Background: an optimization exercise with open tools, aiming at small area, a short achievable clock period and few clock cycles per item. Do not read the settings as production practice.
Where RTL was checked, it was by simulation tests only, not by an equivalence proof against the original.

red:
==> module square_root_float, before the edit <==
module square_root_float (
    input clk, rst,
    input start,
    input [31:0] u,
    output [31:0] out,
    output done, neg_flag
);
    reg        busy;
    reg  [4:0] cnt;          
    reg        hor;          
    reg        cpy;          
    reg  [3:0] sh;           
    reg        xinv, xcin;   
    reg        fill;         
    reg [24:0] X;
    reg [24:0] Y;
    reg  [7:0] e_out;
    reg        sgn, spec;
    wire [7:0]  E = u[30:23];
    wire [22:0] M = u[22:0];
    wire        m_zero = (M == 23'd0);
    wire        zero = (E == 8'd0) & m_zero;
    wire        one  = E[0] & m_zero;
    wire [8:0]  e_sum = 9'd127 + {1'b0, E};
    always @(posedge clk) begin
        sgn   <= u[31];
        spec  <= zero | one;
        e_out <= zero ? 8'd0 : e_sum[8:1];
    end
    wire [4:0]  top_o = {2'b01, M[22:20]};
    wire [24:0] x_st = E[0] ? {top_o + 5'd2, M[19:0]} : {top_o + 5'd3, M[19:0]};
    wire [24:0] y_st = E[0] ? {top_o - 5'd2, M[19:0]} : {top_o - 5'd3, M[19:0]};
    wire signed [24:0] y_h  = {fill, Y[24:1]};
    wire        [24:0] x_h  = {1'b0, X[24:1]};
    wire        [24:0] y_sh = y_h >>> sh;
    wire        [24:0] x_sh = x_h >> sh;
    wire [24:0] xadd, yadd;
    adder #(.W(25)) X_Adder (.a(X), .b(y_sh ^ {25{xinv}}), .cin(xcin), .s(xadd));
    adder #(.W(25)) Y_Adder (.a(Y), .b(x_sh ^ {25{xinv}}), .cin(xinv), .s(yadd));
    always @(posedge clk) begin
        if (!busy) begin
            X   <= x_st;
            Y   <= y_st;
        end else begin
            X   <= hor ? X : xadd;
            Y   <= cpy ? xadd : yadd;
        end
    end
    wire fin = (cnt == 5'd27) | ((cnt == 5'd1) & (sgn | spec));
    assign done     = busy & fin;
    assign neg_flag = sgn;
    assign out      = {sgn, e_out, Y[22:0] & {23{~spec}}};
    wire [4:0] cnt_i = cnt + 5'd1;
    wire [4:0] cnt_n = busy ? cnt_i : {3'd0, ~E[0], E[0]};
    wire       hor_n = busy & (cnt_i >= 5'd19);
    wire       cpy_n = busy & (cnt_i >= 5'd18);
    wire [3:0] sh_n  = busy ? sh_i : {3'd0, ~E[0]};
    wire       hinv_n = hinv_i;
    reg [3:0] sh_i;
    reg       hinv_i;
    always @(*) begin
        hinv_i = 1'b0;
        case (cnt_i)
            5'd1:  sh_i = 4'd0;    
            5'd2:  sh_i = 4'd1;
            5'd3:  sh_i = 4'd2;
            5'd4:  sh_i = 4'd3;
            5'd5:  sh_i = 4'd3;    
            5'd6:  sh_i = 4'd4;
            5'd7:  sh_i = 4'd5;
            5'd8:  sh_i = 4'd6;
            5'd9:  sh_i = 4'd7;
            5'd10: sh_i = 4'd8;
            5'd11: sh_i = 4'd9;
            5'd12: sh_i = 4'd10;
            5'd13: sh_i = 4'd11;
            5'd14: sh_i = 4'd12;
            5'd15: sh_i = 4'd12;   
            5'd16: sh_i = 4'd13;
            5'd17: sh_i = 4'd14;
            5'd18: sh_i = 4'd15;   
            5'd19: sh_i = 4'd3;    
            5'd20: begin sh_i = 4'd1; hinv_i = 1'b1; end   
            5'd21: begin sh_i = 4'd3; hinv_i = 1'b1; end   
            5'd22: sh_i = 4'd2;    
            5'd23: sh_i = 4'd1;    
            5'd24: begin sh_i = 4'd1; hinv_i = 1'b1; end   
            5'd25: begin sh_i = 4'd1; hinv_i = 1'b1; end   
            default: sh_i = 4'd1;  
        endcase
    end
    wire yneg_n = busy & yadd[24];
    always @(posedge clk) begin
        hor   <= hor_n;
        cpy   <= cpy_n;
        sh    <= sh_n;
        xinv  <= hor_n ? hinv_n : ~yneg_n;
        xcin  <= ~hor_n & ~yneg_n;
        fill  <= ~hor_n & yneg_n;
    end
    always @(posedge clk, posedge rst) begin
        if (rst) begin
            busy <= 1'b0;
            cnt  <= 5'd0;
        end else begin
            cnt <= cnt_n;
            if (!busy)
                busy <= start;
            else if (fin)
                busy <= 1'b0;
        end
    end
endmodule
export LEC_CHECK = 0
export CAP_MARGIN = 50
export CORE_MARGIN = 2
export CORE_UTILIZATION = 40
export CTS_BUF_LIST = sky130_fd_sc_hd__clkbuf_8
export SLEW_MARGIN = 70
create_clock -name core_clock -period 11.0 [get_ports {clk}]
standard.sh (not shown) runs the stock make flow with config.mk's settings and CLKGATE_MAP_FILE= SYNTH_SCRIPT=/design/flow/synth_recipe.tcl, a recipe that flattens the netlist after the stock synthesis.
==> flow/flow/run.sh <==
#!/bin/bash
# Standard ORFS layout (the standard.sh, unchanged synthesis), with the
# timing repair after floorplan, CTS and global routing asked to leave a
# setup slack margin, so that it sizes and buffers the critical paths.
set -euo pipefail
bash standard.sh SETUP_SLACK_MARGIN=6.7 finish > standard.log 2>&1
Testbench counts of red, summed over its fixed seeds: cycles 43,995, items 1,600.
Input changes introduced in blue (baseline for comparison: red):
--- a/flow/design.v
+++ b/flow/design.v
@@ -35,14 +35,16 @@
     output done, neg_flag
 );
     reg        busy;
     reg  [4:0] cnt;          
     reg        hor;          
     reg        cpy;          
-    reg  [3:0] sh;           
+    reg  [3:0] s0, s1;       
+    reg  [3:0] t0, t1;       
     reg        xinv, xcin;   
+    reg        yinv;         
     reg        fill;         
     reg [24:0] X;
     reg [24:0] Y;
     reg  [7:0] e_out;
     reg        sgn, spec;
     wire [7:0]  E = u[30:23];
@@ -58,17 +60,27 @@
     end
     wire [4:0]  top_o = {2'b01, M[22:20]};
     wire [24:0] x_st = E[0] ? {top_o + 5'd2, M[19:0]} : {top_o + 5'd3, M[19:0]};
     wire [24:0] y_st = E[0] ? {top_o - 5'd2, M[19:0]} : {top_o - 5'd3, M[19:0]};
     wire signed [24:0] y_h  = {fill, Y[24:1]};
     wire        [24:0] x_h  = {1'b0, X[24:1]};
-    wire        [24:0] y_sh = y_h >>> sh;
-    wire        [24:0] x_sh = x_h >> sh;
+    wire        [27:0] y_e0 = {{3{fill}}, y_h};
+    wire        [24:0] y_l1 = ({25{s0[0]}} & y_e0[24:0]) | ({25{s0[1]}} & y_e0[25:1]) |
+                              ({25{s0[2]}} & y_e0[26:2]) | ({25{s0[3]}} & y_e0[27:3]);
+    wire        [36:0] y_e1 = {{12{fill}}, y_l1};
+    wire        [24:0] y_sh = ({25{s1[0]}} & y_e1[24:0]) | ({25{s1[1]}} & y_e1[28:4]) |
+                              ({25{s1[2]}} & y_e1[32:8]) | ({25{s1[3]}} & y_e1[36:12]);
+    wire        [27:0] x_e0 = {3'b000, x_h};
+    wire        [24:0] x_l1 = ({25{t0[0]}} & x_e0[24:0]) | ({25{t0[1]}} & x_e0[25:1]) |
+                              ({25{t0[2]}} & x_e0[26:2]) | ({25{t0[3]}} & x_e0[27:3]);
+    wire        [36:0] x_e1 = {12'd0, x_l1};
+    wire        [24:0] x_sh = ({25{t1[0]}} & x_e1[24:0]) | ({25{t1[1]}} & x_e1[28:4]) |
+                              ({25{t1[2]}} & x_e1[32:8]) | ({25{t1[3]}} & x_e1[36:12]);
     wire [24:0] xadd, yadd;
     adder #(.W(25)) X_Adder (.a(X), .b(y_sh ^ {25{xinv}}), .cin(xcin), .s(xadd));
-    adder #(.W(25)) Y_Adder (.a(Y), .b(x_sh ^ {25{xinv}}), .cin(xinv), .s(yadd));
+    adder #(.W(25)) Y_Adder (.a(Y), .b(x_sh ^ {25{yinv}}), .cin(yinv), .s(yadd));
     always @(posedge clk) begin
         if (!busy) begin
             X   <= x_st;
             Y   <= y_st;
         end else begin
             X   <= hor ? X : xadd;
@@ -119,13 +131,17 @@
         endcase
     end
     wire yneg_n = busy & yadd[24];
     always @(posedge clk) begin
         hor   <= hor_n;
         cpy   <= cpy_n;
-        sh    <= sh_n;
+        s0    <= 4'b0001 << sh_n[1:0];
+        s1    <= 4'b0001 << sh_n[3:2];
+        t0    <= hor_n ? 4'b0000 : 4'b0001 << sh_n[1:0];
+        t1    <= hor_n ? 4'b0000 : 4'b0001 << sh_n[3:2];
+        yinv  <= ~hor_n & ~yneg_n;
         xinv  <= hor_n ? hinv_n : ~yneg_n;
         xcin  <= ~hor_n & ~yneg_n;
         fill  <= ~hor_n & yneg_n;
     end
     always @(posedge clk, posedge rst) begin
         if (rst) begin
Results
- Comparing blue and red, the lower critical path buffer and inverter count is on blue.
- Going from red to blue, number of standard cells in the layout, taps in and fillers out held; H-tree depth essentially unchanged; area after synthesis held; setup slack down 5.9 ps.
- The post-synthesis cell count number comes out higher for blue vs red.
- In blue, the slew at the pin closest to its max-slew limit came out 36 ps above the value in red.
- Diff blue and red: fraction of cell area in non-clock buffers higher in red
For blue, only the layout was checked, not whether the RTL still works.

========
birch:
Another version of the RTL of square_root_float (not shown whole).
For scale: about 1100 cells after synthesis, ~83 flip-flops, ~69 I/O pins, about 9600 um2 of cells after synthesis.
==> module square_root_float, before the edit <==
module square_root_float (
    input clk, rst,
    input start,
    input [31:0] u,
    output [31:0] out,
    output done, neg_flag
);
    reg        busy;
    reg  [4:0] cnt;          
    reg        hor;          
    reg        cpy;          
    reg  [3:0] shx_a, shx_b;    
    reg  [3:0] shy_a, shy_b;    
    reg        xinv_a, xinv_b;  
    reg        xcin;            
    reg        yinv_a, yinv_b;  
    reg        fill;            
    reg [24:0] X;
    reg        X25;
    reg [24:0] Y;
    reg  [7:0] e_out;
    reg        sgn, spec;
    wire [7:0]  E = u[30:23];
    wire [22:0] M = u[22:0];
    wire        m_zero = (M == 23'd0);
    wire        zero = (E == 8'd0) & m_zero;
    wire        one  = E[0] & m_zero;
    wire [8:0]  e_sum = 9'd127 + {1'b0, E};
    always @(posedge clk) begin
        sgn   <= u[31];
        spec  <= zero | one;
        e_out <= zero ? 8'd0 : e_sum[8:1];
    end
    wire [25:0] v  = E[0] ? {3'b001, M} : {2'b01, M, 1'b0};
    wire [25:0] x0 = v + 26'h020_0000;
    wire [25:0] y0 = v - 26'h020_0000;
    wire signed [24:0] y_h  = {fill, Y[24:1]};
    wire        [24:0] x_h  = {X25, X[24:1]};
    wire        [24:0] y_sh_a = y_h >>> shx_a;
    wire        [24:0] y_sh_b = y_h >>> (~shx_b);
    wire        [24:0] x_sh_a = x_h >> shy_a;
    wire        [24:0] x_sh_b = x_h >> (~shy_b);
    wire        [24:0] y_sh = {y_sh_a[24:12], y_sh_b[11:0]};
    wire        [24:0] x_sh = {x_sh_a[24:12], x_sh_b[11:0]};
    wire        [24:0] xmask = {{13{xinv_a}}, {12{~xinv_b}}};
    wire        [24:0] ymask = {{13{yinv_a}}, {12{~yinv_b}}};
    wire [25:0] xs = {X, 1'b1} + {y_sh ^ xmask, xcin};
    wire [25:0] ys = {Y, 1'b1} + {x_sh ^ ymask, yinv_a};
    wire [24:0] xadd = xs[25:1];
    wire [24:0] yadd = ys[25:1];
    always @(posedge clk) begin
        if (!busy) begin
            X   <= x0[24:0];
            X25 <= x0[25];
            Y   <= y0[24:0];
        end else begin
            X   <= hor ? X : xadd;
            X25 <= 1'b0;
            Y   <= cpy ? xadd : yadd;
        end
    end
    wire fin = (cnt == 5'd27) | ((cnt == 5'd1) & (sgn | spec));
    assign done     = busy & fin;
    assign neg_flag = sgn;
    assign out      = {sgn, e_out, Y[22:0] & {23{~spec}}};
    wire [4:0] cnt_n = busy ? cnt + 5'd1 : 5'd1;
    wire       hor_n = (cnt_n >= 5'd19);
    wire       cpy_n = (cnt_n >= 5'd18);
    reg [3:0] sh_n;
    reg       hinv_n;
    always @(*) begin
        hinv_n = 1'b0;
        case (cnt_n)
            5'd1:  sh_n = 4'd0;    
            5'd2:  sh_n = 4'd1;
            5'd3:  sh_n = 4'd2;
            5'd4:  sh_n = 4'd3;
            5'd5:  sh_n = 4'd3;    
            5'd6:  sh_n = 4'd4;
            5'd7:  sh_n = 4'd5;
            5'd8:  sh_n = 4'd6;
            5'd9:  sh_n = 4'd7;
            5'd10: sh_n = 4'd8;
            5'd11: sh_n = 4'd9;
            5'd12: sh_n = 4'd10;
            5'd13: sh_n = 4'd11;
            5'd14: sh_n = 4'd12;
            5'd15: sh_n = 4'd12;   
            5'd16: sh_n = 4'd13;
            5'd17: sh_n = 4'd14;
            5'd18: sh_n = 4'd15;   
            5'd19: sh_n = 4'd3;    
            5'd20: begin sh_n = 4'd1; hinv_n = 1'b1; end   
            5'd21: begin sh_n = 4'd3; hinv_n = 1'b1; end   
            5'd22: sh_n = 4'd2;    
            5'd23: sh_n = 4'd1;    
            5'd24: begin sh_n = 4'd1; hinv_n = 1'b1; end   
            5'd25: begin sh_n = 4'd1; hinv_n = 1'b1; end   
            default: sh_n = 4'd1;  
        endcase
    end
    wire yneg_n = busy & yadd[24];
    always @(posedge clk) begin
        hor   <= hor_n;
        cpy   <= cpy_n;
        shx_a  <= sh_n;
        shx_b  <= ~sh_n;
        shy_a  <= sh_n;
        shy_b  <= ~sh_n;
        xinv_a <= hor_n ? hinv_n : ~yneg_n;
        xinv_b <= hor_n ? ~hinv_n : yneg_n;
        xcin   <= ~hor_n & ~yneg_n;
        yinv_a <= ~yneg_n;
        yinv_b <= yneg_n;
        fill   <= ~hor_n & yneg_n;
    end
    always @(posedge clk, posedge rst) begin
        if (rst) begin
            busy <= 1'b0;
            cnt  <= 5'd0;
        end else begin
            cnt <= cnt_n;
            if (!busy)
                busy <= start;
            else if (fin)
                busy <= 1'b0;
        end
    end
endmodule
Settings: LEC_CHECK=0, CAP_MARGIN=20, CORE_MARGIN=2, CORE_UTILIZATION=40, SLEW_MARGIN=20; clock period 11.0 ns.
run.sh (not shown) runs the stock make flow with config.mk's settings and CLKGATE_MAP_FILE= SYNTH_SCRIPT=/design/flow/synth_recipe.tcl, a recipe that flattens the netlist after the stock synthesis.
Stock flow here: none of the scripts above is used.
birch has completed all stages; timing, DRC and antenna checks passed.
[inputs] pine vs birch
--- a/flow/design.v
+++ b/flow/design.v
@@ -7,16 +7,15 @@
 );
     reg        busy;
     reg  [4:0] cnt;          
     reg        hor;          
     reg        cpy;          
-    reg  [3:0] shx_a, shx_b;    
-    reg  [3:0] shy_a, shy_b;    
-    reg        xinv_a, xinv_b;  
-    reg        xcin;            
-    reg        yinv_a, yinv_b;  
-    reg        fill;            
+    reg  [3:0] shx;          
+    reg  [3:0] shy_b;        
+    reg        xinv, xcin;   
+    reg        yinv;         
+    reg        fill;         
     reg [24:0] X;
     reg        X25;
     reg [24:0] Y;
     reg  [7:0] e_out;
     reg        sgn, spec;
@@ -34,20 +33,14 @@
     wire [25:0] v  = E[0] ? {3'b001, M} : {2'b01, M, 1'b0};
     wire [25:0] x0 = v + 26'h020_0000;
     wire [25:0] y0 = v - 26'h020_0000;
     wire signed [24:0] y_h  = {fill, Y[24:1]};
     wire        [24:0] x_h  = {X25, X[24:1]};
-    wire        [24:0] y_sh_a = y_h >>> shx_a;
-    wire        [24:0] y_sh_b = y_h >>> (~shx_b);
-    wire        [24:0] x_sh_a = x_h >> shy_a;
-    wire        [24:0] x_sh_b = x_h >> (~shy_b);
-    wire        [24:0] y_sh = {y_sh_a[24:12], y_sh_b[11:0]};
-    wire        [24:0] x_sh = {x_sh_a[24:12], x_sh_b[11:0]};
-    wire        [24:0] xmask = {{13{xinv_a}}, {12{~xinv_b}}};
-    wire        [24:0] ymask = {{13{yinv_a}}, {12{~yinv_b}}};
-    wire [25:0] xs = {X, 1'b1} + {y_sh ^ xmask, xcin};
-    wire [25:0] ys = {Y, 1'b1} + {x_sh ^ ymask, yinv_a};
+    wire        [24:0] y_sh = y_h >>> shx;
+    wire        [24:0] x_sh = x_h >> (~shy_b);
+    wire [25:0] xs = {X, 1'b1} + {y_sh ^ {25{xinv}}, xcin};
+    wire [25:0] ys = {Y, 1'b1} + {x_sh ^ {25{yinv}}, yinv};
     wire [24:0] xadd = xs[25:1];
     wire [24:0] yadd = ys[25:1];
     always @(posedge clk) begin
         if (!busy) begin
             X   <= x0[24:0];
@@ -101,20 +94,16 @@
     end
     wire yneg_n = busy & yadd[24];
     always @(posedge clk) begin
         hor   <= hor_n;
         cpy   <= cpy_n;
-        shx_a  <= sh_n;
-        shx_b  <= ~sh_n;
-        shy_a  <= sh_n;
-        shy_b  <= ~sh_n;
-        xinv_a <= hor_n ? hinv_n : ~yneg_n;
-        xinv_b <= hor_n ? ~hinv_n : yneg_n;
-        xcin   <= ~hor_n & ~yneg_n;
-        yinv_a <= ~yneg_n;
-        yinv_b <= yneg_n;
-        fill   <= ~hor_n & yneg_n;
+        shx   <= sh_n;
+        shy_b <= ~sh_n;
+        xinv  <= hor_n ? hinv_n : ~yneg_n;
+        xcin  <= ~hor_n & ~yneg_n;
+        yinv  <= ~yneg_n;
+        fill  <= ~hor_n & yneg_n;
     end
     always @(posedge clk, posedge rst) begin
         if (rst) begin
             busy <= 1'b0;
             cnt  <= 5'd0;
Results
- Per the final summary, pine finished and its layout is clean on timing, DRC and antenna.
- pine: fraction of final layout cells sized beyond drive strength 1 lower than birch
- The higher count of different cell masters after synthesis came out of pine.
- Cmp pine and birch / fmax / higher: pine
- Going from birch to pine, number of logic stages on the critical path including buffering lost 1, post-route minimum period decreased by 150 ps relative to the old numbers, worst setup slack saw an increase, effective utilization at floorplan barely changed.
- Of pine and birch, the run reporting the lower area after synthesis was pine.
- Cell count after placement went down by a few percent going from birch to pine.
- pine vs birch — area growth from synthesis to layout rose 0.39 points.
Testbench counts of pine, summed over its fixed seeds: cycles 44,800, items 1,600.
Only the layout flow was run in birch; the RTL was not checked for function there.

==> port drivers added, routing unchanged <==
The flow's constraints put no driver on any port. The routed layouts listed below were extracted and timed again, unchanged, in two steps. Step 1 (the two cells are an assumption about what drives the block):
set clk [get_ports {clk}]
set_driving_cell -lib_cell sky130_fd_sc_hd__clkbuf_16 $clk
set_driving_cell -lib_cell sky130_fd_sc_hd__buf_2 [delete_from_list [all_inputs] $clk]
Step 2, shift: input delay + t, output delay - t, t = (earliest + latest rising clock arrival at the registers) / 2. This alone moves slack from input paths to output paths. a / b / c = ideal / step 1 / step 2; a / b = the first two.
run	shift t [ns]	slack for setup (ns)	worst setup path after step 2	clock arrival spread, ns
red	0.409	6.840 / 6.840 / 6.571	input to register	0.015 / 0.015
blue	0.435	6.834 / 6.853 / 6.418	input to register	0.015 / 0.014
birch	0.386	5.758 / 5.758 / 5.758	register to register	0.013 / 0.012
pine	0.387	5.907 / 5.881 / 5.907	register to register	0.016 / 0.016
After both steps every run listed still meets setup and hold. For blue, which loses most, drivers alone change the setup slack by +0.019 ns; drivers and shift together by -0.416 ns.
